Background: an optimization exercise with open tools, aiming at small area, a short achievable clock period and few clock cycles. Do not read the settings as production practice. The RTL was checked by simulation tests, not by an equivalence proof against the original design.

==> design.v <==
`timescale 1ns / 1ps
module matrix_mult_3x3 #(
    parameter M = 3,
    parameter N = 3,
    parameter P = 3,
    parameter DATA_WIDTH = 32,
    parameter ACC_WIDTH = 66  
)(
    input  wire clk,
    input  wire rst,
    input  wire start,
    input  wire signed [DATA_WIDTH-1:0] a_in,
    input  wire [3:0] a_addr,
    input  wire a_wen,
    input  wire signed [DATA_WIDTH-1:0] b_in,
    input  wire [3:0] b_addr,
    input  wire b_wen,
    output reg signed [ACC_WIDTH-1:0] c_out,
    output reg c_valid,
    output reg done,
    output reg [1:0] row,
    output reg [1:0] col
);
    reg signed [DATA_WIDTH-1:0] a_ram [0:M*N-1];
    reg signed [DATA_WIDTH-1:0] b_ram [0:N*P-1];
    reg signed [ACC_WIDTH-1:0] c_acc;
    localparam STATE_IDLE = 0;
    localparam STATE_RUN  = 1;
    localparam STATE_DONE = 2;
    reg [1:0] state;
    reg [1:0] i_row;  
    reg [1:0] j_col;  
    reg [1:0] k_sum;  
    always @(posedge clk) begin
        if (a_wen) a_ram[a_addr] <= a_in;
        if (b_wen) b_ram[b_addr] <= b_in;
    end
    always @(posedge clk or posedge rst) begin
        if (rst) begin
            state <= STATE_IDLE;
            done <= 0;
            c_valid <= 0;
            c_out <= 0;
            c_acc <= 0;
            i_row <= 0;
            j_col <= 0;
            k_sum <= 0;
            row <= 0;
            col <= 0;
        end else begin
            c_valid <= 0;
            done <= 0;
            case (state)
                STATE_IDLE: begin
                    if (start) begin
                        i_row <= 0;
                        j_col <= 0;
                        k_sum <= 0;
                        c_acc <= 0;  
                        state <= STATE_RUN;
                    end
                end
                STATE_RUN: begin
                    c_acc <= c_acc + (a_ram[i_row*N + k_sum] * b_ram[k_sum*P + j_col]);
                    if (k_sum == N-1) begin
                        c_valid <= 1;  
                        c_out <= c_acc + (a_ram[i_row*N + k_sum] * b_ram[k_sum*P + j_col]);
                        row <= i_row;
                        col <= j_col;
                        c_acc <= 0;  
                        if (j_col == P-1) begin
                            if (i_row == M-1) begin
                                state <= STATE_DONE;  
                            end else begin
                                i_row <= i_row + 1;  
                                j_col <= 0;
                                k_sum <= 0;
                            end
                        end else begin
                            j_col <= j_col + 1;  
                            k_sum <= 0;
                        end
                    end else begin
                        k_sum <= k_sum + 1;
                    end
                end
                STATE_DONE: begin
                    done <= 1;
                    if (!start) begin
                        state <= STATE_IDLE;
                    end
                end
                default: state <= STATE_IDLE;
            endcase
        end
    end
endmodule
module matrix_add_sub_3x3 #(
    parameter M = 3,
    parameter P = 3,
    parameter DATA_WIDTH = 32
)(
    input  wire clk,
    input  wire rst,
    input  wire start,
    input  wire op,  
    input  wire signed [DATA_WIDTH-1:0] a_in,
    input  wire [3:0] a_addr,  
    input  wire a_wen,
    input  wire signed [DATA_WIDTH-1:0] b_in,
    input  wire [3:0] b_addr, 
    input  wire b_wen,
    output reg signed [DATA_WIDTH-1:0] c_out,
    output reg c_valid,
    output reg done,
    output reg [3:0] i_count_out  
);
    localparam MAT_SIZE = M*P;
    reg signed [DATA_WIDTH-1:0] A [0:MAT_SIZE-1];
    reg signed [DATA_WIDTH-1:0] B [0:MAT_SIZE-1];
    reg [3:0] i_count;  
    localparam S_IDLE    = 0;
    localparam S_OUTPUT  = 1;
    localparam S_DONE    = 2;
    reg [1:0] state;
    wire signed [DATA_WIDTH-1:0] result;
    assign result = (op == 0) ? ($signed(A[i_count]) + $signed(B[i_count])) 
                              : ($signed(A[i_count]) - $signed(B[i_count]));
    always @(posedge clk) begin
        if (a_wen) A[a_addr] <= a_in;
        if (b_wen) B[b_addr] <= b_in;
    end
    always @(posedge clk) begin
        if (rst) begin
            i_count_out <= 0;
        end else if (state == S_OUTPUT) begin
             i_count_out <= i_count;
        end
    end
    always @(posedge clk or posedge rst) begin
        if (rst) begin
            state <= S_IDLE;
            i_count <= 0;
            c_valid <= 0;
            done <= 0;
            c_out <= 0;
        end else begin
            c_valid <= 0;  
            done <= 0;     
            case (state)
                S_IDLE: begin
                    if (start) begin
                        i_count <= 0;
                        state <= S_OUTPUT;
                    end
                end
                S_OUTPUT: begin
                    c_out <= result;
                    c_valid <= 1; 
                    if (i_count == (MAT_SIZE - 1)) begin
                        state <= S_DONE;  
                    end else begin
                        i_count <= i_count + 1;
                        state <= S_OUTPUT; 
                    end
                end
                S_DONE: begin
                    done <= 1;
                    state <= S_IDLE;
                end
                default: state <= S_IDLE;
            endcase
        end
    end
endmodule
`timescale 1ns / 1ps
module kalman_fsm_3d #(
    parameter DATA_WIDTH = 32,
    parameter K_SCALED = 137
)(
    input  wire clk,
    input  wire rst,
    input  wire start,
    input  wire signed [DATA_WIDTH-1:0] z_in_x,
    input  wire signed [DATA_WIDTH-1:0] z_in_y,
    input  wire signed [DATA_WIDTH-1:0] z_in_z,
    output reg signed [DATA_WIDTH-1:0] x_out_x,
    output reg signed [DATA_WIDTH-1:0] x_out_y,
    output reg signed [DATA_WIDTH-1:0] x_out_z,
    output reg done
);
    reg [31:0] x_state_x, x_state_y, x_state_z;
    reg [31:0] xp_x, xp_y, xp_z;
    wire [31:0] sum_x, sum_y, sum_z;
    wire [31:0] xn_x, xn_y, xn_z;
    kalman_axis ax (.sel(done), .x(x_state_x), .z(z_in_x), .xp(xp_x),
                    .sum(sum_x), .x_new(xn_x));
    kalman_axis ay (.sel(done), .x(x_state_y), .z(z_in_y), .xp(xp_y),
                    .sum(sum_y), .x_new(xn_y));
    kalman_axis az (.sel(done), .x(x_state_z), .z(z_in_z), .xp(xp_z),
                    .sum(sum_z), .x_new(xn_z));
    always @(posedge clk or posedge rst) begin
        if (rst) begin
            xp_x <= 0;
            xp_y <= 0;
            xp_z <= 0;
            done <= 1'b0;
        end else begin
            if (start && !done) begin
                done <= 1'b1;
            end else if (!start) begin
                done <= 1'b0;
            end
            if (done && !start) begin
                xp_x <= sum_x;
                xp_y <= sum_y;
                xp_z <= sum_z;
            end
        end
    end
    always @(posedge clk) begin
        if (!done) begin
            x_state_x <= xn_x;
            x_state_y <= xn_y;
            x_state_z <= xn_z;
        end
    end
    always @(*) begin
        x_out_x = x_state_x;
        x_out_y = x_state_y;
        x_out_z = x_state_z;
    end
endmodule
module kalman_axis (
    input  wire        sel,       
    input  wire [31:0] x,         
    input  wire [31:0] z,         
    input  wire [31:0] xp,        
    output wire [31:0] sum,       
    output wire [31:0] x_new
);
    wire [31:0] u = sel ? x : z;
    wire [31:0] v = sel ? 32'd0 : xp;
    wire [31:0] w = sel ? ~x : xp;
    wire [10:0] k = sel ? 11'd24 : 11'd1023;
    wire n1 = ~v[0] ^ w[6];
    wire n2 = ~v[0] & w[6];
    wire n3 = ~v[1] ^ w[7];
    wire n4 = ~v[1] & w[7];
    wire n5 = ~v[2] ^ w[8];
    wire n6 = ~v[2] & w[8];
    wire n7 = ~v[3] ^ w[9];
    wire n8 = ~v[3] & w[9];
    wire n9 = ~v[4] ^ w[10];
    wire n10 = ~v[4] & w[10];
    wire n11 = ~v[5] ^ w[11];
    wire n12 = ~v[5] & w[11];
    wire n13 = ~v[6] ^ w[12];
    wire n14 = ~v[6] & w[12];
    wire n15 = ~v[7] ^ w[13];
    wire n16 = ~v[7] & w[13];
    wire n17 = ~v[8] ^ w[14];
    wire n18 = ~v[8] & w[14];
    wire n19 = ~v[9] ^ w[15];
    wire n20 = ~v[9] & w[15];
    wire n21 = ~v[10] ^ w[16];
    wire n22 = ~v[10] & w[16];
    wire n23 = ~v[11] ^ w[17];
    wire n24 = ~v[11] & w[17];
    wire n25 = ~v[12] ^ w[18];
    wire n26 = ~v[12] & w[18];
    wire n27 = ~v[13] ^ w[19];
    wire n28 = ~v[13] & w[19];
    wire n29 = ~v[14] ^ w[20];
    wire n30 = ~v[14] & w[20];
    wire n31 = ~v[15] ^ w[21];
    wire n32 = ~v[15] & w[21];
    wire n33 = ~v[16] ^ w[22];
    wire n34 = ~v[16] & w[22];
    wire n35 = ~v[17] ^ w[23];
    wire n36 = ~v[17] & w[23];
    wire n37 = ~v[18] ^ w[24];
    wire n38 = ~v[18] & w[24];
    wire n39 = ~v[19] ^ w[25];
    wire n40 = ~v[19] & w[25];
    wire n41 = ~v[20] ^ w[26];
    wire n42 = ~v[20] & w[26];
    wire n43 = ~v[21] ^ w[27];
    wire n44 = ~v[21] & w[27];
    wire n45 = ~v[22] ^ w[28];
    wire n46 = ~v[22] & w[28];
    wire n47 = ~v[23] ^ w[29];
    wire n48 = ~v[23] & w[29];
    wire n49 = v[24] ^ 1'b0 ^ w[31];
    wire n50 = (v[24] & 1'b0) | (v[24] & w[31]) | (1'b0 & w[31]);
    wire n51 = w[7] ^ ~k[10];
    wire n52 = w[7] & ~k[10];
    wire n53 = w[8] ^ n3 ^ n2;
    wire n54 = (w[8] & n3) | (w[8] & n2) | (n3 & n2);
    wire n55 = w[9] ^ n5 ^ n4;
    wire n56 = (w[9] & n5) | (w[9] & n4) | (n5 & n4);
    wire n57 = w[10] ^ n7 ^ n6;
    wire n58 = (w[10] & n7) | (w[10] & n6) | (n7 & n6);
    wire n59 = w[11] ^ n9 ^ n8;
    wire n60 = (w[11] & n9) | (w[11] & n8) | (n9 & n8);
    wire n61 = w[12] ^ n11 ^ n10;
    wire n62 = (w[12] & n11) | (w[12] & n10) | (n11 & n10);
    wire n63 = w[13] ^ n13 ^ n12;
    wire n64 = (w[13] & n13) | (w[13] & n12) | (n13 & n12);
    wire n65 = w[14] ^ n15 ^ n14;
    wire n66 = (w[14] & n15) | (w[14] & n14) | (n15 & n14);
    wire n67 = w[15] ^ n17 ^ n16;
    wire n68 = (w[15] & n17) | (w[15] & n16) | (n17 & n16);
    wire n69 = w[16] ^ n19 ^ n18;
    wire n70 = (w[16] & n19) | (w[16] & n18) | (n19 & n18);
    wire n71 = w[17] ^ n21 ^ n20;
    wire n72 = (w[17] & n21) | (w[17] & n20) | (n21 & n20);
    wire n73 = w[18] ^ n23 ^ n22;
    wire n74 = (w[18] & n23) | (w[18] & n22) | (n23 & n22);
    wire n75 = w[19] ^ n25 ^ n24;
    wire n76 = (w[19] & n25) | (w[19] & n24) | (n25 & n24);
    wire n77 = w[20] ^ n27 ^ n26;
    wire n78 = (w[20] & n27) | (w[20] & n26) | (n27 & n26);
    wire n79 = w[21] ^ n29 ^ n28;
    wire n80 = (w[21] & n29) | (w[21] & n28) | (n29 & n28);
    wire n81 = w[22] ^ n31 ^ n30;
    wire n82 = (w[22] & n31) | (w[22] & n30) | (n31 & n30);
    wire n83 = w[23] ^ n33 ^ n32;
    wire n84 = (w[23] & n33) | (w[23] & n32) | (n33 & n32);
    wire n85 = w[24] ^ n35 ^ n34;
    wire n86 = (w[24] & n35) | (w[24] & n34) | (n35 & n34);
    wire n87 = w[25] ^ n37 ^ n36;
    wire n88 = (w[25] & n37) | (w[25] & n36) | (n37 & n36);
    wire n89 = w[26] ^ n39 ^ n38;
    wire n90 = (w[26] & n39) | (w[26] & n38) | (n39 & n38);
    wire n91 = w[27] ^ n41 ^ n40;
    wire n92 = (w[27] & n41) | (w[27] & n40) | (n41 & n40);
    wire n93 = w[28] ^ n43 ^ n42;
    wire n94 = (w[28] & n43) | (w[28] & n42) | (n43 & n42);
    wire n95 = w[29] ^ n45 ^ n44;
    wire n96 = (w[29] & n45) | (w[29] & n44) | (n45 & n44);
    wire n97 = w[30] ^ n47 ^ n46;
    wire n98 = (w[30] & n47) | (w[30] & n46) | (n47 & n46);
    wire n99 = w[30] ^ n48 ^ ~n49;
    wire n100 = (w[30] & n48) | (w[30] & ~n49) | (n48 & ~n49);
    wire n101 = v[25] ^ w[31] ^ n50;
    wire n102 = (v[25] & w[31]) | (v[25] & n50) | (w[31] & n50);
    wire n103 = 1'b1 ^ ~v[26];
    wire n104 = 1'b1 & ~v[26];
    wire n105 = 1'b1 ^ ~v[27];
    wire n106 = 1'b1 & ~v[27];
    wire n107 = 1'b1 ^ ~v[28];
    wire n108 = 1'b1 & ~v[28];
    wire n109 = 1'b1 ^ ~v[29];
    wire n110 = 1'b1 & ~v[29];
    wire n111 = 1'b1 ^ ~v[30];
    wire n112 = 1'b1 & ~v[30];
    wire n113 = 1'b1 ^ v[31];
    wire n114 = w[0] ^ w[1];
    wire n115 = w[0] & w[1];
    wire n116 = w[1] ^ w[2] ^ k[5];
    wire n117 = (w[1] & w[2]) | (w[1] & k[5]) | (w[2] & k[5]);
    wire n118 = w[2] ^ w[3] ^ k[6];
    wire n119 = (w[2] & w[3]) | (w[2] & k[6]) | (w[3] & k[6]);
    wire n120 = w[3] ^ w[4] ^ k[7];
    wire n121 = (w[3] & w[4]) | (w[3] & k[7]) | (w[4] & k[7]);
    wire n122 = w[4] ^ w[5] ^ k[8];
    wire n123 = (w[4] & w[5]) | (w[4] & k[8]) | (w[5] & k[8]);
    wire n124 = w[5] ^ w[6] ^ k[9];
    wire n125 = (w[5] & w[6]) | (w[5] & k[9]) | (w[6] & k[9]);
    wire n126 = n1 ^ n51 ^ u[0];
    wire n127 = (n1 & n51) | (n1 & u[0]) | (n51 & u[0]);
    wire n128 = n52 ^ n53 ^ u[1];
    wire n129 = (n52 & n53) | (n52 & u[1]) | (n53 & u[1]);
    wire n130 = n54 ^ n55 ^ u[2];
    wire n131 = (n54 & n55) | (n54 & u[2]) | (n55 & u[2]);
    wire n132 = n56 ^ n57 ^ u[3];
    wire n133 = (n56 & n57) | (n56 & u[3]) | (n57 & u[3]);
    wire n134 = n58 ^ n59 ^ u[4];
    wire n135 = (n58 & n59) | (n58 & u[4]) | (n59 & u[4]);
    wire n136 = n60 ^ n61 ^ u[5];
    wire n137 = (n60 & n61) | (n60 & u[5]) | (n61 & u[5]);
    wire n138 = n62 ^ n63 ^ u[6];
    wire n139 = (n62 & n63) | (n62 & u[6]) | (n63 & u[6]);
    wire n140 = n64 ^ n65 ^ u[7];
    wire n141 = (n64 & n65) | (n64 & u[7]) | (n65 & u[7]);
    wire n142 = n66 ^ n67 ^ u[8];
    wire n143 = (n66 & n67) | (n66 & u[8]) | (n67 & u[8]);
    wire n144 = n68 ^ n69 ^ u[9];
    wire n145 = (n68 & n69) | (n68 & u[9]) | (n69 & u[9]);
    wire n146 = n70 ^ n71 ^ u[10];
    wire n147 = (n70 & n71) | (n70 & u[10]) | (n71 & u[10]);
    wire n148 = n72 ^ n73 ^ u[11];
    wire n149 = (n72 & n73) | (n72 & u[11]) | (n73 & u[11]);
    wire n150 = n74 ^ n75 ^ u[12];
    wire n151 = (n74 & n75) | (n74 & u[12]) | (n75 & u[12]);
    wire n152 = n76 ^ n77 ^ u[13];
    wire n153 = (n76 & n77) | (n76 & u[13]) | (n77 & u[13]);
    wire n154 = n78 ^ n79 ^ u[14];
    wire n155 = (n78 & n79) | (n78 & u[14]) | (n79 & u[14]);
    wire n156 = n80 ^ n81 ^ u[15];
    wire n157 = (n80 & n81) | (n80 & u[15]) | (n81 & u[15]);
    wire n158 = n82 ^ n83 ^ u[16];
    wire n159 = (n82 & n83) | (n82 & u[16]) | (n83 & u[16]);
    wire n160 = n84 ^ n85 ^ u[17];
    wire n161 = (n84 & n85) | (n84 & u[17]) | (n85 & u[17]);
    wire n162 = n86 ^ n87 ^ u[18];
    wire n163 = (n86 & n87) | (n86 & u[18]) | (n87 & u[18]);
    wire n164 = n88 ^ n89 ^ u[19];
    wire n165 = (n88 & n89) | (n88 & u[19]) | (n89 & u[19]);
    wire n166 = n90 ^ n91 ^ u[20];
    wire n167 = (n90 & n91) | (n90 & u[20]) | (n91 & u[20]);
    wire n168 = n92 ^ n93 ^ u[21];
    wire n169 = (n92 & n93) | (n92 & u[21]) | (n93 & u[21]);
    wire n170 = n94 ^ n95 ^ u[22];
    wire n171 = (n94 & n95) | (n94 & u[22]) | (n95 & u[22]);
    wire n172 = n96 ^ n97 ^ u[23];
    wire n173 = (n96 & n97) | (n96 & u[23]) | (n97 & u[23]);
    wire n174 = n98 ^ n99 ^ u[24];
    wire n175 = (n98 & n99) | (n98 & u[24]) | (n99 & u[24]);
    wire n176 = ~n101 ^ n100 ^ u[25];
    wire n177 = (~n101 & n100) | (~n101 & u[25]) | (n100 & u[25]);
    wire n178 = n103 ^ ~n102 ^ u[26];
    wire n179 = (n103 & ~n102) | (n103 & u[26]) | (~n102 & u[26]);
    wire n180 = n105 ^ n104 ^ u[27];
    wire n181 = (n105 & n104) | (n105 & u[27]) | (n104 & u[27]);
    wire n182 = n107 ^ n106 ^ u[28];
    wire n183 = (n107 & n106) | (n107 & u[28]) | (n106 & u[28]);
    wire n184 = n109 ^ n108 ^ u[29];
    wire n185 = (n109 & n108) | (n109 & u[29]) | (n108 & u[29]);
    wire n186 = n111 ^ n110 ^ u[30];
    wire n187 = (n111 & n110) | (n111 & u[30]) | (n110 & u[30]);
    wire n188 = n113 ^ n112 ^ ~u[31];
    wire n189 = w[0] ^ k[3];
    wire n190 = w[0] & k[3];
    wire n191 = k[4] ^ n114;
    wire n192 = k[4] & n114;
    wire n193 = n116 ^ n115;
    wire n194 = n116 & n115;
    wire n195 = n118 ^ n117;
    wire n196 = n118 & n117;
    wire n197 = n120 ^ n119;
    wire n198 = n120 & n119;
    wire n199 = n122 ^ n121;
    wire n200 = n122 & n121;
    wire n201 = n124 ^ n123;
    wire n202 = n124 & n123;
    wire n203 = n126 ^ n125;
    wire n204 = n126 & n125;
    wire n205 = n128 ^ n127;
    wire n206 = n128 & n127;
    wire n207 = n130 ^ n129;
    wire n208 = n130 & n129;
    wire n209 = n132 ^ n131;
    wire n210 = n132 & n131;
    wire n211 = n134 ^ n133;
    wire n212 = n134 & n133;
    wire n213 = n136 ^ n135;
    wire n214 = n136 & n135;
    wire n215 = n138 ^ n137;
    wire n216 = n138 & n137;
    wire n217 = n140 ^ n139;
    wire n218 = n140 & n139;
    wire n219 = n142 ^ n141;
    wire n220 = n142 & n141;
    wire n221 = n144 ^ n143;
    wire n222 = n144 & n143;
    wire n223 = n146 ^ n145;
    wire n224 = n146 & n145;
    wire n225 = n148 ^ n147;
    wire n226 = n148 & n147;
    wire n227 = n150 ^ n149;
    wire n228 = n150 & n149;
    wire n229 = n152 ^ n151;
    wire n230 = n152 & n151;
    wire n231 = n154 ^ n153;
    wire n232 = n154 & n153;
    wire n233 = n156 ^ n155;
    wire n234 = n156 & n155;
    wire n235 = n158 ^ n157;
    wire n236 = n158 & n157;
    wire n237 = n160 ^ n159;
    wire n238 = n160 & n159;
    wire n239 = n162 ^ n161;
    wire n240 = n162 & n161;
    wire n241 = n164 ^ n163;
    wire n242 = n164 & n163;
    wire n243 = n166 ^ n165;
    wire n244 = n166 & n165;
    wire n245 = n168 ^ n167;
    wire n246 = n168 & n167;
    wire n247 = n170 ^ n169;
    wire n248 = n170 & n169;
    wire n249 = n172 ^ n171;
    wire n250 = n172 & n171;
    wire n251 = n174 ^ n173;
    wire n252 = n174 & n173;
    wire n253 = n176 ^ n175;
    wire n254 = n176 & n175;
    wire n255 = n178 ^ n177;
    wire n256 = n178 & n177;
    wire n257 = n180 ^ n179;
    wire n258 = n180 & n179;
    wire n259 = n182 ^ n181;
    wire n260 = n182 & n181;
    wire n261 = n184 ^ n183;
    wire n262 = n184 & n183;
    wire n263 = n186 ^ n185;
    wire n264 = n186 & n185;
    wire n265 = n188 ^ n187;
    wire n266 = n188 & n187;
    wire n267 = k[2] & k[1];
    wire n268 = n192 | (n191 & n190);
    wire n269 = n191 & n189;
    wire n270 = n196 | (n195 & n194);
    wire n271 = n195 & n193;
    wire n272 = n200 | (n199 & n198);
    wire n273 = n199 & n197;
    wire n274 = n204 | (n203 & n202);
    wire n275 = n203 & n201;
    wire n276 = n208 | (n207 & n206);
    wire n277 = n207 & n205;
    wire n278 = n212 | (n211 & n210);
    wire n279 = n211 & n209;
    wire n280 = n216 | (n215 & n214);
    wire n281 = n215 & n213;
    wire n282 = n220 | (n219 & n218);
    wire n283 = n219 & n217;
    wire n284 = n224 | (n223 & n222);
    wire n285 = n223 & n221;
    wire n286 = n228 | (n227 & n226);
    wire n287 = n227 & n225;
    wire n288 = n232 | (n231 & n230);
    wire n289 = n231 & n229;
    wire n290 = n236 | (n235 & n234);
    wire n291 = n235 & n233;
    wire n292 = n240 | (n239 & n238);
    wire n293 = n239 & n237;
    wire n294 = n244 | (n243 & n242);
    wire n295 = n243 & n241;
    wire n296 = n248 | (n247 & n246);
    wire n297 = n247 & n245;
    wire n298 = n252 | (n251 & n250);
    wire n299 = n251 & n249;
    wire n300 = n256 | (n255 & n254);
    wire n301 = n255 & n253;
    wire n302 = n260 | (n259 & n258);
    wire n303 = n259 & n257;
    wire n304 = n264 | (n263 & n262);
    wire n305 = n263 & n261;
    wire n306 = n194 | (n193 & n268);
    wire n307 = n193 & n269;
    wire n308 = n270 | (n271 & n268);
    wire n309 = n271 & n269;
    wire n310 = n202 | (n201 & n272);
    wire n311 = n201 & n273;
    wire n312 = n274 | (n275 & n272);
    wire n313 = n275 & n273;
    wire n314 = n210 | (n209 & n276);
    wire n315 = n209 & n277;
    wire n316 = n278 | (n279 & n276);
    wire n317 = n279 & n277;
    wire n318 = n218 | (n217 & n280);
    wire n319 = n217 & n281;
    wire n320 = n282 | (n283 & n280);
    wire n321 = n283 & n281;
    wire n322 = n226 | (n225 & n284);
    wire n323 = n225 & n285;
    wire n324 = n286 | (n287 & n284);
    wire n325 = n287 & n285;
    wire n326 = n234 | (n233 & n288);
    wire n327 = n233 & n289;
    wire n328 = n290 | (n291 & n288);
    wire n329 = n291 & n289;
    wire n330 = n242 | (n241 & n292);
    wire n331 = n241 & n293;
    wire n332 = n294 | (n295 & n292);
    wire n333 = n295 & n293;
    wire n334 = n250 | (n249 & n296);
    wire n335 = n249 & n297;
    wire n336 = n298 | (n299 & n296);
    wire n337 = n299 & n297;
    wire n338 = n258 | (n257 & n300);
    wire n339 = n257 & n301;
    wire n340 = n302 | (n303 & n300);
    wire n341 = n303 & n301;
    wire n342 = n266 | (n265 & n304);
    wire n343 = n265 & n305;
    wire n344 = n206 | (n205 & n312);
    wire n345 = n205 & n313;
    wire n346 = n276 | (n277 & n312);
    wire n347 = n277 & n313;
    wire n348 = n314 | (n315 & n312);
    wire n349 = n315 & n313;
    wire n350 = n316 | (n317 & n312);
    wire n351 = n317 & n313;
    wire n352 = n222 | (n221 & n320);
    wire n353 = n221 & n321;
    wire n354 = n284 | (n285 & n320);
    wire n355 = n285 & n321;
    wire n356 = n322 | (n323 & n320);
    wire n357 = n323 & n321;
    wire n358 = n324 | (n325 & n320);
    wire n359 = n325 & n321;
    wire n360 = n238 | (n237 & n328);
    wire n361 = n237 & n329;
    wire n362 = n292 | (n293 & n328);
    wire n363 = n293 & n329;
    wire n364 = n330 | (n331 & n328);
    wire n365 = n331 & n329;
    wire n366 = n332 | (n333 & n328);
    wire n367 = n333 & n329;
    wire n368 = n254 | (n253 & n336);
    wire n369 = n253 & n337;
    wire n370 = n300 | (n301 & n336);
    wire n371 = n301 & n337;
    wire n372 = n338 | (n339 & n336);
    wire n373 = n339 & n337;
    wire n374 = n340 | (n341 & n336);
    wire n375 = n341 & n337;
    wire n376 = n198 | (n197 & n308);
    wire n377 = n272 | (n273 & n308);
    wire n378 = n310 | (n311 & n308);
    wire n379 = n312 | (n313 & n308);
    wire n380 = n344 | (n345 & n308);
    wire n381 = n346 | (n347 & n308);
    wire n382 = n348 | (n349 & n308);
    wire n383 = n350 | (n351 & n308);
    wire n384 = n230 | (n229 & n358);
    wire n385 = n229 & n359;
    wire n386 = n288 | (n289 & n358);
    wire n387 = n289 & n359;
    wire n388 = n326 | (n327 & n358);
    wire n389 = n327 & n359;
    wire n390 = n328 | (n329 & n358);
    wire n391 = n329 & n359;
    wire n392 = n360 | (n361 & n358);
    wire n393 = n361 & n359;
    wire n394 = n362 | (n363 & n358);
    wire n395 = n363 & n359;
    wire n396 = n364 | (n365 & n358);
    wire n397 = n365 & n359;
    wire n398 = n366 | (n367 & n358);
    wire n399 = n367 & n359;
    wire n400 = n262 | (n261 & n374);
    wire n401 = n261 & n375;
    wire n402 = n304 | (n305 & n374);
    wire n403 = n305 & n375;
    wire n404 = n342 | (n343 & n374);
    wire n405 = n343 & n375;
    wire n406 = n214 | (n213 & n383);
    wire n407 = n280 | (n281 & n383);
    wire n408 = n318 | (n319 & n383);
    wire n409 = n320 | (n321 & n383);
    wire n410 = n352 | (n353 & n383);
    wire n411 = n354 | (n355 & n383);
    wire n412 = n356 | (n357 & n383);
    wire n413 = n358 | (n359 & n383);
    wire n414 = n384 | (n385 & n383);
    wire n415 = n386 | (n387 & n383);
    wire n416 = n388 | (n389 & n383);
    wire n417 = n390 | (n391 & n383);
    wire n418 = n392 | (n393 & n383);
    wire n419 = n394 | (n395 & n383);
    wire n420 = n396 | (n397 & n383);
    wire n421 = n398 | (n399 & n383);
    wire n422 = n246 | (n245 & n421);
    wire n423 = n296 | (n297 & n421);
    wire n424 = n334 | (n335 & n421);
    wire n425 = n336 | (n337 & n421);
    wire n426 = n368 | (n369 & n421);
    wire n427 = n370 | (n371 & n421);
    wire n428 = n372 | (n373 & n421);
    wire n429 = n374 | (n375 & n421);
    wire n430 = n400 | (n401 & n421);
    wire n431 = n402 | (n403 & n421);
    wire n432 = n404 | (n405 & n421);
    wire n433 = n203 ^ n378;
    wire n434 = n205 ^ n379;
    wire n435 = n207 ^ n380;
    wire n436 = n209 ^ n381;
    wire n437 = n211 ^ n382;
    wire n438 = n213 ^ n383;
    wire n439 = n215 ^ n406;
    wire n440 = n217 ^ n407;
    wire n441 = n219 ^ n408;
    wire n442 = n221 ^ n409;
    wire n443 = n223 ^ n410;
    wire n444 = n225 ^ n411;
    wire n445 = n227 ^ n412;
    wire n446 = n229 ^ n413;
    wire n447 = n231 ^ n414;
    wire n448 = n233 ^ n415;
    wire n449 = n235 ^ n416;
    wire n450 = n237 ^ n417;
    wire n451 = n239 ^ n418;
    wire n452 = n241 ^ n419;
    wire n453 = n243 ^ n420;
    wire n454 = n245 ^ n421;
    wire n455 = n247 ^ n422;
    wire n456 = n249 ^ n423;
    wire n457 = n251 ^ n424;
    wire n458 = n253 ^ n425;
    wire n459 = n255 ^ n426;
    wire n460 = n257 ^ n427;
    wire n461 = n259 ^ n428;
    wire n462 = n261 ^ n429;
    wire n463 = n263 ^ n430;
    wire n464 = n265 ^ n431;
    assign sum = {n464, n463, n462, n461, n460, n459, n458, n457, n456, n455, n454, n453, n452, n451, n450, n449, n448, n447, n446, n445, n444, n443, n442, n441, n440, n439, n438, n437, n436, n435, n434, n433};
    wire n465 = xp[21] ^ 1'b1;
    wire n466 = xp[21] & 1'b1;
    wire n467 = xp[22] ^ 1'b1;
    wire n468 = xp[22] & 1'b1;
    wire n469 = xp[23] ^ 1'b1;
    wire n470 = xp[23] & 1'b1;
    wire n471 = xp[0] ^ sum[10];
    wire n472 = xp[0] & sum[10];
    wire n473 = xp[1] ^ sum[11] ^ sum[8];
    wire n474 = (xp[1] & sum[11]) | (xp[1] & sum[8]) | (sum[11] & sum[8]);
    wire n475 = xp[2] ^ sum[12] ^ sum[9];
    wire n476 = (xp[2] & sum[12]) | (xp[2] & sum[9]) | (sum[12] & sum[9]);
    wire n477 = xp[3] ^ sum[13] ^ sum[10];
    wire n478 = (xp[3] & sum[13]) | (xp[3] & sum[10]) | (sum[13] & sum[10]);
    wire n479 = xp[4] ^ sum[14] ^ sum[11];
    wire n480 = (xp[4] & sum[14]) | (xp[4] & sum[11]) | (sum[14] & sum[11]);
    wire n481 = xp[5] ^ sum[15] ^ sum[12];
    wire n482 = (xp[5] & sum[15]) | (xp[5] & sum[12]) | (sum[15] & sum[12]);
    wire n483 = xp[6] ^ sum[16] ^ sum[13];
    wire n484 = (xp[6] & sum[16]) | (xp[6] & sum[13]) | (sum[16] & sum[13]);
    wire n485 = xp[7] ^ sum[17] ^ sum[14];
    wire n486 = (xp[7] & sum[17]) | (xp[7] & sum[14]) | (sum[17] & sum[14]);
    wire n487 = xp[8] ^ sum[18] ^ sum[15];
    wire n488 = (xp[8] & sum[18]) | (xp[8] & sum[15]) | (sum[18] & sum[15]);
    wire n489 = xp[9] ^ sum[19] ^ sum[16];
    wire n490 = (xp[9] & sum[19]) | (xp[9] & sum[16]) | (sum[19] & sum[16]);
    wire n491 = xp[10] ^ sum[20] ^ sum[17];
    wire n492 = (xp[10] & sum[20]) | (xp[10] & sum[17]) | (sum[20] & sum[17]);
    wire n493 = xp[11] ^ sum[21] ^ sum[18];
    wire n494 = (xp[11] & sum[21]) | (xp[11] & sum[18]) | (sum[21] & sum[18]);
    wire n495 = xp[12] ^ sum[22] ^ sum[19];
    wire n496 = (xp[12] & sum[22]) | (xp[12] & sum[19]) | (sum[22] & sum[19]);
    wire n497 = xp[13] ^ sum[23] ^ sum[20];
    wire n498 = (xp[13] & sum[23]) | (xp[13] & sum[20]) | (sum[23] & sum[20]);
    wire n499 = xp[14] ^ sum[24] ^ sum[21];
    wire n500 = (xp[14] & sum[24]) | (xp[14] & sum[21]) | (sum[24] & sum[21]);
    wire n501 = xp[15] ^ sum[25] ^ sum[22];
    wire n502 = (xp[15] & sum[25]) | (xp[15] & sum[22]) | (sum[25] & sum[22]);
    wire n503 = xp[16] ^ sum[26] ^ sum[23];
    wire n504 = (xp[16] & sum[26]) | (xp[16] & sum[23]) | (sum[26] & sum[23]);
    wire n505 = xp[17] ^ sum[27] ^ sum[24];
    wire n506 = (xp[17] & sum[27]) | (xp[17] & sum[24]) | (sum[27] & sum[24]);
    wire n507 = xp[18] ^ sum[28] ^ sum[25];
    wire n508 = (xp[18] & sum[28]) | (xp[18] & sum[25]) | (sum[28] & sum[25]);
    wire n509 = xp[19] ^ sum[29] ^ sum[26];
    wire n510 = (xp[19] & sum[29]) | (xp[19] & sum[26]) | (sum[29] & sum[26]);
    wire n511 = xp[20] ^ sum[30] ^ sum[27];
    wire n512 = (xp[20] & sum[30]) | (xp[20] & sum[27]) | (sum[30] & sum[27]);
    wire n513 = n465 ^ ~sum[31] ^ sum[28];
    wire n514 = (n465 & ~sum[31]) | (n465 & sum[28]) | (~sum[31] & sum[28]);
    wire n515 = n467 ^ n466 ^ sum[29];
    wire n516 = (n467 & n466) | (n467 & sum[29]) | (n466 & sum[29]);
    wire n517 = n469 ^ n468 ^ sum[30];
    wire n518 = (n469 & n468) | (n469 & sum[30]) | (n468 & sum[30]);
    wire n519 = xp[24] ^ n470 ^ ~sum[31];
    wire n520 = (xp[24] & n470) | (xp[24] & ~sum[31]) | (n470 & ~sum[31]);
    wire n521 = xp[25] ^ 1'b1;
    wire n522 = xp[25] & 1'b1;
    wire n523 = xp[26] ^ 1'b1;
    wire n524 = xp[26] & 1'b1;
    wire n525 = xp[27] ^ 1'b1;
    wire n526 = xp[27] & 1'b1;
    wire n527 = sum[7] ^ sum[4];
    wire n528 = sum[7] & sum[4];
    wire n529 = sum[8] ^ sum[5] ^ sum[1];
    wire n530 = (sum[8] & sum[5]) | (sum[8] & sum[1]) | (sum[5] & sum[1]);
    wire n531 = sum[9] ^ sum[6] ^ sum[2];
    wire n532 = (sum[9] & sum[6]) | (sum[9] & sum[2]) | (sum[6] & sum[2]);
    wire n533 = sum[7] ^ sum[3] ^ n471;
    wire n534 = (sum[7] & sum[3]) | (sum[7] & n471) | (sum[3] & n471);
    wire n535 = sum[4] ^ n472 ^ n473;
    wire n536 = (sum[4] & n472) | (sum[4] & n473) | (n472 & n473);
    wire n537 = sum[5] ^ n474 ^ n475;
    wire n538 = (sum[5] & n474) | (sum[5] & n475) | (n474 & n475);
    wire n539 = sum[6] ^ n476 ^ n477;
    wire n540 = (sum[6] & n476) | (sum[6] & n477) | (n476 & n477);
    wire n541 = sum[7] ^ n478 ^ n479;
    wire n542 = (sum[7] & n478) | (sum[7] & n479) | (n478 & n479);
    wire n543 = sum[8] ^ n480 ^ n481;
    wire n544 = (sum[8] & n480) | (sum[8] & n481) | (n480 & n481);
    wire n545 = sum[9] ^ n482 ^ n483;
    wire n546 = (sum[9] & n482) | (sum[9] & n483) | (n482 & n483);
    wire n547 = sum[10] ^ n484 ^ n485;
    wire n548 = (sum[10] & n484) | (sum[10] & n485) | (n484 & n485);
    wire n549 = sum[11] ^ n486 ^ n487;
    wire n550 = (sum[11] & n486) | (sum[11] & n487) | (n486 & n487);
    wire n551 = sum[12] ^ n488 ^ n489;
    wire n552 = (sum[12] & n488) | (sum[12] & n489) | (n488 & n489);
    wire n553 = sum[13] ^ n490 ^ n491;
    wire n554 = (sum[13] & n490) | (sum[13] & n491) | (n490 & n491);
    wire n555 = sum[14] ^ n492 ^ n493;
    wire n556 = (sum[14] & n492) | (sum[14] & n493) | (n492 & n493);
    wire n557 = sum[15] ^ n494 ^ n495;
    wire n558 = (sum[15] & n494) | (sum[15] & n495) | (n494 & n495);
    wire n559 = sum[16] ^ n496 ^ n497;
    wire n560 = (sum[16] & n496) | (sum[16] & n497) | (n496 & n497);
    wire n561 = sum[17] ^ n498 ^ n499;
    wire n562 = (sum[17] & n498) | (sum[17] & n499) | (n498 & n499);
    wire n563 = sum[18] ^ n500 ^ n501;
    wire n564 = (sum[18] & n500) | (sum[18] & n501) | (n500 & n501);
    wire n565 = sum[19] ^ n502 ^ n503;
    wire n566 = (sum[19] & n502) | (sum[19] & n503) | (n502 & n503);
    wire n567 = sum[20] ^ n504 ^ n505;
    wire n568 = (sum[20] & n504) | (sum[20] & n505) | (n504 & n505);
    wire n569 = sum[21] ^ n506 ^ n507;
    wire n570 = (sum[21] & n506) | (sum[21] & n507) | (n506 & n507);
    wire n571 = sum[22] ^ n508 ^ n509;
    wire n572 = (sum[22] & n508) | (sum[22] & n509) | (n508 & n509);
    wire n573 = sum[23] ^ n510 ^ n511;
    wire n574 = (sum[23] & n510) | (sum[23] & n511) | (n510 & n511);
    wire n575 = sum[24] ^ n512 ^ n513;
    wire n576 = (sum[24] & n512) | (sum[24] & n513) | (n512 & n513);
    wire n577 = sum[25] ^ n514 ^ n515;
    wire n578 = (sum[25] & n514) | (sum[25] & n515) | (n514 & n515);
    wire n579 = sum[26] ^ n516 ^ n517;
    wire n580 = (sum[26] & n516) | (sum[26] & n517) | (n516 & n517);
    wire n581 = sum[27] ^ n518 ^ n519;
    wire n582 = (sum[27] & n518) | (sum[27] & n519) | (n518 & n519);
    wire n583 = n521 ^ sum[28] ^ n520;
    wire n584 = (n521 & sum[28]) | (n521 & n520) | (sum[28] & n520);
    wire n585 = n523 ^ n522 ^ sum[29];
    wire n586 = (n523 & n522) | (n523 & sum[29]) | (n522 & sum[29]);
    wire n587 = n525 ^ n524 ^ sum[30];
    wire n588 = (n525 & n524) | (n525 & sum[30]) | (n524 & sum[30]);
    wire n589 = xp[28] ^ n526 ^ ~sum[31];
    wire n590 = (xp[28] & n526) | (xp[28] & ~sum[31]) | (n526 & ~sum[31]);
    wire n591 = xp[29] ^ 1'b1;
    wire n592 = xp[29] & 1'b1;
    wire n593 = xp[30] ^ 1'b1;
    wire n594 = xp[30] & 1'b1;
    wire n595 = sum[3] ^ sum[0];
    wire n596 = sum[3] & sum[0];
    wire n597 = sum[4] ^ sum[1];
    wire n598 = sum[4] & sum[1];
    wire n599 = sum[5] ^ sum[2];
    wire n600 = sum[5] & sum[2];
    wire n601 = sum[6] ^ sum[3];
    wire n602 = sum[6] & sum[3];
    wire n603 = sum[0] ^ n527;
    wire n604 = sum[0] & n527;
    wire n605 = n529 ^ n528;
    wire n606 = n529 & n528;
    wire n607 = n531 ^ n530;
    wire n608 = n531 & n530;
    wire n609 = n533 ^ n532;
    wire n610 = n533 & n532;
    wire n611 = n535 ^ n534;
    wire n612 = n535 & n534;
    wire n613 = n537 ^ n536;
    wire n614 = n537 & n536;
    wire n615 = n539 ^ n538;
    wire n616 = n539 & n538;
    wire n617 = n541 ^ n540;
    wire n618 = n541 & n540;
    wire n619 = n543 ^ n542;
    wire n620 = n543 & n542;
    wire n621 = n545 ^ n544;
    wire n622 = n545 & n544;
    wire n623 = n547 ^ n546;
    wire n624 = n547 & n546;
    wire n625 = n549 ^ n548;
    wire n626 = n549 & n548;
    wire n627 = n551 ^ n550;
    wire n628 = n551 & n550;
    wire n629 = n553 ^ n552;
    wire n630 = n553 & n552;
    wire n631 = n555 ^ n554;
    wire n632 = n555 & n554;
    wire n633 = n557 ^ n556;
    wire n634 = n557 & n556;
    wire n635 = n559 ^ n558;
    wire n636 = n559 & n558;
    wire n637 = n561 ^ n560;
    wire n638 = n561 & n560;
    wire n639 = n563 ^ n562;
    wire n640 = n563 & n562;
    wire n641 = n565 ^ n564;
    wire n642 = n565 & n564;
    wire n643 = n567 ^ n566;
    wire n644 = n567 & n566;
    wire n645 = n569 ^ n568;
    wire n646 = n569 & n568;
    wire n647 = n571 ^ n570;
    wire n648 = n571 & n570;
    wire n649 = n573 ^ n572;
    wire n650 = n573 & n572;
    wire n651 = n575 ^ n574;
    wire n652 = n575 & n574;
    wire n653 = n577 ^ n576;
    wire n654 = n577 & n576;
    wire n655 = n579 ^ n578;
    wire n656 = n579 & n578;
    wire n657 = n581 ^ n580;
    wire n658 = n581 & n580;
    wire n659 = n583 ^ n582;
    wire n660 = n583 & n582;
    wire n661 = n585 ^ n584;
    wire n662 = n585 & n584;
    wire n663 = n587 ^ n586;
    wire n664 = n587 & n586;
    wire n665 = n589 ^ n588;
    wire n666 = n589 & n588;
    wire n667 = n591 ^ n590;
    wire n668 = n591 & n590;
    wire n669 = n593 ^ n592;
    wire n670 = n593 & n592;
    wire n671 = ~xp[31] ^ n594;
    wire n672 = ~xp[31] & n594;
    wire n673 = sum[2] & sum[1];
    wire n674 = n598 | (n597 & n596);
    wire n675 = n597 & n595;
    wire n676 = n602 | (n601 & n600);
    wire n677 = n601 & n599;
    wire n678 = n606 | (n605 & n604);
    wire n679 = n605 & n603;
    wire n680 = n610 | (n609 & n608);
    wire n681 = n609 & n607;
    wire n682 = n614 | (n613 & n612);
    wire n683 = n613 & n611;
    wire n684 = n618 | (n617 & n616);
    wire n685 = n617 & n615;
    wire n686 = n622 | (n621 & n620);
    wire n687 = n621 & n619;
    wire n688 = n626 | (n625 & n624);
    wire n689 = n625 & n623;
    wire n690 = n630 | (n629 & n628);
    wire n691 = n629 & n627;
    wire n692 = n634 | (n633 & n632);
    wire n693 = n633 & n631;
    wire n694 = n638 | (n637 & n636);
    wire n695 = n637 & n635;
    wire n696 = n642 | (n641 & n640);
    wire n697 = n641 & n639;
    wire n698 = n646 | (n645 & n644);
    wire n699 = n645 & n643;
    wire n700 = n650 | (n649 & n648);
    wire n701 = n649 & n647;
    wire n702 = n654 | (n653 & n652);
    wire n703 = n653 & n651;
    wire n704 = n658 | (n657 & n656);
    wire n705 = n657 & n655;
    wire n706 = n662 | (n661 & n660);
    wire n707 = n661 & n659;
    wire n708 = n666 | (n665 & n664);
    wire n709 = n665 & n663;
    wire n710 = n670 | (n669 & n668);
    wire n711 = n669 & n667;
    wire n712 = n600 | (n599 & n674);
    wire n713 = n599 & n675;
    wire n714 = n676 | (n677 & n674);
    wire n715 = n677 & n675;
    wire n716 = n608 | (n607 & n678);
    wire n717 = n607 & n679;
    wire n718 = n680 | (n681 & n678);
    wire n719 = n681 & n679;
    wire n720 = n616 | (n615 & n682);
    wire n721 = n615 & n683;
    wire n722 = n684 | (n685 & n682);
    wire n723 = n685 & n683;
    wire n724 = n624 | (n623 & n686);
    wire n725 = n623 & n687;
    wire n726 = n688 | (n689 & n686);
    wire n727 = n689 & n687;
    wire n728 = n632 | (n631 & n690);
    wire n729 = n631 & n691;
    wire n730 = n692 | (n693 & n690);
    wire n731 = n693 & n691;
    wire n732 = n640 | (n639 & n694);
    wire n733 = n639 & n695;
    wire n734 = n696 | (n697 & n694);
    wire n735 = n697 & n695;
    wire n736 = n648 | (n647 & n698);
    wire n737 = n647 & n699;
    wire n738 = n700 | (n701 & n698);
    wire n739 = n701 & n699;
    wire n740 = n656 | (n655 & n702);
    wire n741 = n655 & n703;
    wire n742 = n704 | (n705 & n702);
    wire n743 = n705 & n703;
    wire n744 = n664 | (n663 & n706);
    wire n745 = n663 & n707;
    wire n746 = n708 | (n709 & n706);
    wire n747 = n709 & n707;
    wire n748 = n672 | (n671 & n710);
    wire n749 = n671 & n711;
    wire n750 = n612 | (n611 & n718);
    wire n751 = n611 & n719;
    wire n752 = n682 | (n683 & n718);
    wire n753 = n683 & n719;
    wire n754 = n720 | (n721 & n718);
    wire n755 = n721 & n719;
    wire n756 = n722 | (n723 & n718);
    wire n757 = n723 & n719;
    wire n758 = n628 | (n627 & n726);
    wire n759 = n627 & n727;
    wire n760 = n690 | (n691 & n726);
    wire n761 = n691 & n727;
    wire n762 = n728 | (n729 & n726);
    wire n763 = n729 & n727;
    wire n764 = n730 | (n731 & n726);
    wire n765 = n731 & n727;
    wire n766 = n644 | (n643 & n734);
    wire n767 = n643 & n735;
    wire n768 = n698 | (n699 & n734);
    wire n769 = n699 & n735;
    wire n770 = n736 | (n737 & n734);
    wire n771 = n737 & n735;
    wire n772 = n738 | (n739 & n734);
    wire n773 = n739 & n735;
    wire n774 = n660 | (n659 & n742);
    wire n775 = n659 & n743;
    wire n776 = n706 | (n707 & n742);
    wire n777 = n707 & n743;
    wire n778 = n744 | (n745 & n742);
    wire n779 = n745 & n743;
    wire n780 = n746 | (n747 & n742);
    wire n781 = n747 & n743;
    wire n782 = n604 | (n603 & n714);
    wire n783 = n678 | (n679 & n714);
    wire n784 = n716 | (n717 & n714);
    wire n785 = n718 | (n719 & n714);
    wire n786 = n750 | (n751 & n714);
    wire n787 = n752 | (n753 & n714);
    wire n788 = n754 | (n755 & n714);
    wire n789 = n756 | (n757 & n714);
    wire n790 = n636 | (n635 & n764);
    wire n791 = n635 & n765;
    wire n792 = n694 | (n695 & n764);
    wire n793 = n695 & n765;
    wire n794 = n732 | (n733 & n764);
    wire n795 = n733 & n765;
    wire n796 = n734 | (n735 & n764);
    wire n797 = n735 & n765;
    wire n798 = n766 | (n767 & n764);
    wire n799 = n767 & n765;
    wire n800 = n768 | (n769 & n764);
    wire n801 = n769 & n765;
    wire n802 = n770 | (n771 & n764);
    wire n803 = n771 & n765;
    wire n804 = n772 | (n773 & n764);
    wire n805 = n773 & n765;
    wire n806 = n668 | (n667 & n780);
    wire n807 = n667 & n781;
    wire n808 = n710 | (n711 & n780);
    wire n809 = n711 & n781;
    wire n810 = n748 | (n749 & n780);
    wire n811 = n749 & n781;
    wire n812 = n620 | (n619 & n789);
    wire n813 = n686 | (n687 & n789);
    wire n814 = n724 | (n725 & n789);
    wire n815 = n726 | (n727 & n789);
    wire n816 = n758 | (n759 & n789);
    wire n817 = n760 | (n761 & n789);
    wire n818 = n762 | (n763 & n789);
    wire n819 = n764 | (n765 & n789);
    wire n820 = n790 | (n791 & n789);
    wire n821 = n792 | (n793 & n789);
    wire n822 = n794 | (n795 & n789);
    wire n823 = n796 | (n797 & n789);
    wire n824 = n798 | (n799 & n789);
    wire n825 = n800 | (n801 & n789);
    wire n826 = n802 | (n803 & n789);
    wire n827 = n804 | (n805 & n789);
    wire n828 = n652 | (n651 & n827);
    wire n829 = n702 | (n703 & n827);
    wire n830 = n740 | (n741 & n827);
    wire n831 = n742 | (n743 & n827);
    wire n832 = n774 | (n775 & n827);
    wire n833 = n776 | (n777 & n827);
    wire n834 = n778 | (n779 & n827);
    wire n835 = n780 | (n781 & n827);
    wire n836 = n806 | (n807 & n827);
    wire n837 = n808 | (n809 & n827);
    wire n838 = n810 | (n811 & n827);
    wire n839 = n609 ^ n784;
    wire n840 = n611 ^ n785;
    wire n841 = n613 ^ n786;
    wire n842 = n615 ^ n787;
    wire n843 = n617 ^ n788;
    wire n844 = n619 ^ n789;
    wire n845 = n621 ^ n812;
    wire n846 = n623 ^ n813;
    wire n847 = n625 ^ n814;
    wire n848 = n627 ^ n815;
    wire n849 = n629 ^ n816;
    wire n850 = n631 ^ n817;
    wire n851 = n633 ^ n818;
    wire n852 = n635 ^ n819;
    wire n853 = n637 ^ n820;
    wire n854 = n639 ^ n821;
    wire n855 = n641 ^ n822;
    wire n856 = n643 ^ n823;
    wire n857 = n645 ^ n824;
    wire n858 = n647 ^ n825;
    wire n859 = n649 ^ n826;
    wire n860 = n651 ^ n827;
    wire n861 = n653 ^ n828;
    wire n862 = n655 ^ n829;
    wire n863 = n657 ^ n830;
    wire n864 = n659 ^ n831;
    wire n865 = n661 ^ n832;
    wire n866 = n663 ^ n833;
    wire n867 = n665 ^ n834;
    wire n868 = n667 ^ n835;
    wire n869 = n669 ^ n836;
    wire n870 = n671 ^ n837;
    assign x_new = {n870, n869, n868, n867, n866, n865, n864, n863, n862, n861, n860, n859, n858, n857, n856, n855, n854, n853, n852, n851, n850, n849, n848, n847, n846, n845, n844, n843, n842, n841, n840, n839};
endmodule
==> flow/run.sh <==
#!/bin/bash
# The standard layout (the standard.sh: ORFS synthesis to finish, all
# settings from config.mk), except that the port buffers that global
# placement inserts on every input and output are the smallest buffer
# (buf_1) instead of the cell buffer_ports picks by default
# (clkdlybuf4s50_1, a delay cell).  Every port is still buffered.
# ORFS writes each tool's log under orfs/logs/; make's own output goes to
# standard.log here.
set -euo pipefail
export BUFFER_PORTS_ARGS="-buffer_cell sky130_fd_sc_hd__buf_1"
bash standard.sh > standard.log 2>&1
==> standard.sh <==
#!/bin/bash
# synth_recipe.tcl (not shown) runs the flow's synth.tcl, then flattens the netlist and writes it again
# the make line also repeats each setting of config.mk as NAME=value (left out here)
make -C /OpenROAD-flow-scripts/flow DESIGN_CONFIG=/design/flow/config.mk WORK_HOME=/design/flow/orfs CLKGATE_MAP_FILE= SYNTH_SCRIPT=/design/flow/synth_recipe.tcl "${@:-finish}"
==> config.mk <==
export PLATFORM = sky130hd
export DESIGN_NAME = kalman_fsm_3d
export DESIGN_NICKNAME = kalman_fsm_3d
export VERILOG_FILES = /design/flow/design.v
export SDC_FILE = /design/flow/constraint.sdc
export NUM_CORES = 4
export LEC_CHECK = 0
export CAP_MARGIN = 20
export CORE_MARGIN = 2
export CORE_UTILIZATION = 40
export PLACE_DENSITY = 0.6
export SETUP_SLACK_MARGIN = 1
export SLEW_MARGIN = 20
==> constraint.sdc <==
create_clock -name core_clock -period 10.0 [get_ports {clk}]
set_input_delay 2.0000 -clock core_clock [delete_from_list [all_inputs] [get_ports {clk}]]
set_output_delay 2.0000 -clock core_clock [all_outputs]
set_load 0.01 [all_outputs]
==> results.txt <==
==> per-stage QoR <==
stage / cell area, sq um / hold slack, ps
after detailed placement: 29800 / 509
after global routing: 31600 / 545
after CTS: 30700 / 527
final: 31600 / 527
after floorplan: 27700 / 471
after global placement: 29800 / 495
==> path summary, 6_finish.rpt <==
| kind | startpoint | to | slack [ps] | depth (start not counted) |
|---|---|---|---|---|
| max | done | x_state_z[31] | 1320 | 35 |
| min | xp_z[24] | xp_z[24] | 530 | 2 |
| max reg2reg | done | x_state_z[31] | 1320 | 35 |
| min reg2reg | xp_z[24] | xp_z[24] | 530 | 2 |
| max in group asynchronous | rst | xp_y[15] | 7040 | 4 |
| min in group asynchronous | rst | xp_z[21] | 1470 | 2 |
==> state kept, by name, indices dropped and copies added (netlist names) <==
name,flops
x_state_z,32
done,1
xp_z,32
xp_x,32
x_state_y,32
xp_y,32
x_state_x,32
==> cells by family (layout without fill, tap and decap cells) <==
logic type	after synthesis	in the layout	synth area share, %
adder cells (fa/ha/maj)	647	647	38.6
multiplexers	60	60	2.35
AO/OA/AOI/OAI	568	568	13.3
flip-flops	193	193	19.2
buffers and inverters	820	1087	11.1
XOR/XNOR	204	204	6.46
other	0	1	0
AND/OR/NAND/NOR	552	552	8.97
==> placed cells by master, fill, tap and decap left out, drive strengths merged, types with 58 or more instances in the layout <==
cell type and n:
a21o 68, a21oi 121, buf 288, dfrtp 97
edfxtp 96, fa 348, ha 294, inv 768
nand2 265, nor2 114, o21a 58, o21ai 164
xnor2 123, xor2 81
==> metal layers <==
layer | vias to the layer above | GRT usage [%]
met3 | 90 | 4.17
met5 | - | 0
li1 | 10200 | -
met4 | 10 | 6.04
met2 | 358 | 36.4
met1 | 10300 | 28.7
==> layout make-up <==
cell class,count,area (sq um),area share (%)
clock inverter,14,165,0.522
antenna,1,2.50,0.00791
sequential,193,5310,16.8
inverter,758,2870,9.08
tap,931,1160,3.68
timing repair inverter,3,31.3,0.0988
multi-input combinational,2031,19900,63.0
timing repair buffer,294,1730,5.46
clock buffer,18,439,1.39
==> worst max-delay path: cells and delay by family, from the launching register on <==
family / cells / cell delay, ps
flip-flops: 1 / 510
XOR/XNOR: 2 / 270
AO/OA/AOI/OAI: 17 / 3720
AND/OR/NAND/NOR: 3 / 510
adder cells (fa/ha/maj): 7 / 2810
buffers and inverters: 6 / 550
==> repair_timing <==
| action | in CTS | in global routing |
|---|---|---|
| endpoints found under the setup margin | 31 | 49 |
| hold buffers | 0 | 0 |
| setup buffers | 7 | 40 |
| gates cloned | 3 | 6 |
| pin swaps | 7 | 36 |
| resized for setup | 37 | 131 |
==> results_dict.tcl <==
set metrics [dict create \
    status "finished clean" \
    post_drt_wl_per_cell_microns 18.1 \
    antenna_found_initial 6 \
    cp_slowest_cell "fa_1" \
    core_sq_um 68600 \
    layout-drive-gt1-share_pct 9.15 \
    top_layer "met5" \
    clockBufferDepth 2 \
    clk_latency_ps 520 \
    grt_usage_pct 21.8 \
    worstSetupPathType "reg -> reg" \
    crit_top_cell "a21o_1" \
    max_stage_delay_ps 530 \
    clk_pin_slew_worst_paths_ps 80 \
    finalWeightedCongestion 0.894 \
    synth_cell_types 72 \
    vias 20900 \
    synth.most_common_cell "inv_1" \
    h-tree-depth 4 \
    synth-async-reset-ratio_pct 50.3 \
    dp_hpwl_microns 60800 \
    die-area_sq_um 71300 \
    final_nets 4039 \
    syn_area_sq_um 27700 \
    area_growth_pct 14.3 \
    finalHoldViolCount 0 \
    synth_edf_count 96 \
    root_buffer "clkbuf_16" \
    grt_pass1_vias 21400 \
    start_util_pct 40.4 \
    synthTopCellsByArea "fa_1, ha_1, edfxtp_1" \
    wl_met3_microns 3450 \
    fmax_ghz 0.115 \
    first_iter_violations 1205 \
    drc_errors 0 \
    period_needed_ps 8680 \
    hp-class "reg -> reg" \
    globalRouteOverflowTotal 0 \
    skew_ps 15.0 \
    place_ws_ps 311 \
    ys_warn_count 1 \
    ant_nets 0 \
    cp.required_ps 10250 \
    fill_cells 6662 \
    final_core_utilization_pct 46.1 \
    cts_buffers 17 \
    synth_seq_area_share_pct 19.2 \
    cp_max_fo 13 \
    end_kind "flip-flop" \
    yosys.area.top_type_share_pct 25.2 \
    chipWidth_microns 267 \
    grt_max_degree 61 \
    viasPerCell 4.93 \
    rsz0062_at_grt "true" \
    portBuffers 195 \
    syn_area_per_cell_sq_um 9.09 \
    yosys_register_bits 193 \
    startpoint_type "flip-flop" \
    setup_violations 0 \
    tns_ps 0 \
    yosysTopAreaCell "fa_1" \
    syn_nets 3785 \
    ioPinCount 196 \
    synthCells 3044 \
    fin_ws_ps 1320 \
    relSlewSlack_pct 45.4 \
    worstMarginPinSlew_ps 813 \
    drt-met1-wl_microns 34400 \
    finalCritPeriodShare_pct 86.8 \
    arrival_ps 8930 \
    clock_sinks 193 \
    cts_tree "yes" \
    die_h_microns 267 \
    final_cell_count_no_fill 4243 \
    drt-total-wl_microns 76900 \
    routed-wl-met2_microns 37400 \
    grt_pass1_wl_microns 119000 \
    final_max_slew_viol_count 0 \
    cap_viol_max_count 0 \
    synthFlopType "dfrtp_1" \
    drt_first_pass_iters 5 \
    row_count 96 \
    synthTopCellsByCount "inv_1, fa_1, ha_1" \
    dp.cells 4154 \
]
Testbench counts, summed over its fixed seeds: cycles 4,088.

## port drivers added, routing unchanged
No port has a modelled driver above. Below, the same layout with a new extraction and two added sets of constraints. Step 1 assumes that a clkbuf_16 drives the clock port and a buf_2 every other input. Step 2 adds t to the input delays and takes it off the output delays; t is the mean of the earliest and latest rising clock arrival at the registers after step 1. Input paths then give back, and output paths get back, about the clock's delay inside the block. a / b / c = no drivers / after step 1 / after step 2; a / b = the first two.
t, ns: 0.569
slack for setup (ns): 1.321 / 1.321 / 0.953
worst setup path after step 2: input to register
latest minus earliest clock arrival (ns): 0.016 / 0.016
cell pins on the clock port's net: 1
After both steps this run still meets setup and hold. The setup slack of this run moves by 0.000 ns with the drivers and by -0.368 ns with both steps.
